Context: an optimization exercise on an open-source flow, tuned for small area. The choices shown serve that exercise and are no tape-out recipe.
The RTL was checked by simulation tests, not by an equivalence proof against the original design.
The clock port is modelled as an ideal driver, which makes a skipped or thinned clock tree look cheaper than it is; a real chip needs a root buffer or a tree.

before:
Design converter_top, start of the top module:
module converter_top(clk, rst, button0, button1, button2, button3, switch, LED, NUM, display, beep);
Size in the first run: roughly 380 cells after synthesis, roughly 35 I/O pins.
clock: 20.0 ns
lec_check: 0
cap_margin: 20
core_margin: 2
core_utilization: 75
place_density: 0.85
slew_margin: 20
standard.sh (not shown) runs the stock make flow with config.mk's settings and CLKGATE_MAP_FILE= SYNTH_SCRIPT=/design/flow/synth_recipe.tcl, a recipe that flattens the netlist after the stock synthesis.
==> flow/flow/run.sh <==
#!/bin/bash
# Layout flow: the standard synthesis, then an area re-mapping of the
# combinational logic (registers untouched), then the standard ORFS steps
# with small port buffers and a small clock tree.
set -euo pipefail
W=$(pwd)
R=$W/orfs/results/$FLOW_PLATFORM/converter_top/base
LIB=$FLOW_HOME/platforms/$FLOW_PLATFORM/lib/sky130_fd_sc_hd__tt_025C_1v80.lib

# 1. standard synthesis (yosys only)
bash standard.sh $R/1_2_yosys.v > $W/log_synth.txt 2>&1
cp $R/1_2_yosys.v $W/synth_standard.v

# 2. re-map the combinational logic for area with several deepsyn seeds and
#    keep the smallest result; registers keep their names and cells
mkdir -p $W/remap
run_seed() {
  local s=$1
  sed -e "s|@SEED@|$s|" $W/flow/remap.abc > $W/remap/s$s.abc
  sed -e "s|@LIB@|$LIB|g; s|@IN@|$W/synth_standard.v|; s|@TOP@|$FLOW_TOP|g; s|@SCRIPT@|$W/remap/s$s.abc|; s|@STAT@|$W/remap/stat$s.txt|; s|@OUT@|$W/remap/out$s.v|" \
      $W/flow/remap.ys > $W/remap/r$s.ys
  yosys -l $W/remap/log$s.txt -s $W/remap/r$s.ys > /dev/null 2>&1 || true
}
for batch in "1 2 3 4" "5 6 7 8"; do
  for s in $batch; do run_seed $s & done
  wait
done
best=""; best_area=""
for s in 1 2 3 4 5 6 7 8; do
  [ -f $W/remap/stat$s.txt ] && [ -f $W/remap/out$s.v ] || continue
  a=$(grep "Chip area" $W/remap/stat$s.txt | awk '{print $NF}')
  echo "seed $s area $a" >> $W/remap/summary.txt
  if [ -z "$best" ] || awk "BEGIN{exit !($a < $best_area)}"; then best=$s; best_area=$a; fi
done
echo "best seed $best area $best_area" >> $W/remap/summary.txt
cp $W/remap/out$best.v $W/synth_remapped.v
cp $W/synth_remapped.v $R/1_2_yosys.v
touch $R/1_2_yosys.v $R/1_2_yosys.sdc

# 3. the rest of the standard flow
export BUFFER_PORTS_ARGS="-buffer_cell sky130_fd_sc_hd__buf_1"
if [ -f $W/flow/cts_args.txt ]; then export CTS_ARGS="$(cat $W/flow/cts_args.txt)"; fi
if [ -f $W/flow/post_cts.tcl ]; then export POST_CTS_TCL=$W/flow/post_cts.tcl; fi
bash standard.sh > $W/log_layout.txt 2>&1
Other scripts of this flow, unchanged in this note and not shown: flow/flow/cts_args.txt, flow/flow/post_cts.tcl, flow/flow/remap.abc, flow/flow/remap.ys
### before -> after
-- flow/flow/run.sh --
<<< before, line 22
  yosys -l $W/remap/log$s.txt -s $W/remap/r$s.ys > /dev/null 2>&1 || true
}
for batch in "1 2 3 4" "5 6 7 8"; do
  for s in $batch; do run_seed $s & done
  wait
done
best=""; best_area=""
for s in 1 2 3 4 5 6 7 8; do
  [ -f $W/remap/stat$s.txt ] && [ -f $W/remap/out$s.v ] || continue
  a=$(grep "Chip area" $W/remap/stat$s.txt | awk '{print $NF}')
>>> after, line 22
  yosys -l $W/remap/log$s.txt -s $W/remap/r$s.ys > /dev/null 2>&1 || true
}
for batch in "1 2 3 4" "5 6 7 8" "9 10 11 12" "13 14 15 16" "17 18 19 20" "21 22 23 24" \
             "25 26 27 28" "29 30 31 32" "33 34 35 36" "37 38 39 40" "41 42 43 44" "45 46 47 48"; do
  for s in $batch; do run_seed $s & done
  wait
done
best=""; best_area=""
for s in $(seq 1 48); do
  [ -f $W/remap/stat$s.txt ] && [ -f $W/remap/out$s.v ] || continue
  a=$(grep "Chip area" $W/remap/stat$s.txt | awk '{print $NF}')
Results
- | utilization | after vs before | 1.0 points lower |
- On normalized max-slew margin, the lower figure sits with before, not after.
- [after] first-pass GRT wire length rose 1.7% relative to before

## port drivers added, routing unchanged
In the flow no input, the clock included, has a driving cell. The finished layouts below were timed again as built, in two steps.
Step 1 (the two cells are an assumption about what drives the block):
set clk [get_ports {clk}]
set_driving_cell -lib_cell sky130_fd_sc_hd__clkbuf_16 $clk
set_driving_cell -lib_cell sky130_fd_sc_hd__buf_2 [delete_from_list [all_inputs] $clk]
Step 2 also shifts input and output timing later by t, the mid clock arrival at the registers, as if the neighbouring blocks saw the same clock.
Three values: ideal ports, drivers, drivers and shift; two values: the first two.
run | t, ns | setup WS [ns] | worst slew at a driven data input, ns
before | 0.193 | 11.398 / 11.375 / 11.375 | 0.05
after | 0.200 | 11.257 / 11.284 / 11.084 | 0.03
After both steps every run listed still meets setup and hold. The setup slack of after, which loses most, moves by +0.027 ns with the drivers and by -0.173 ns with both steps.
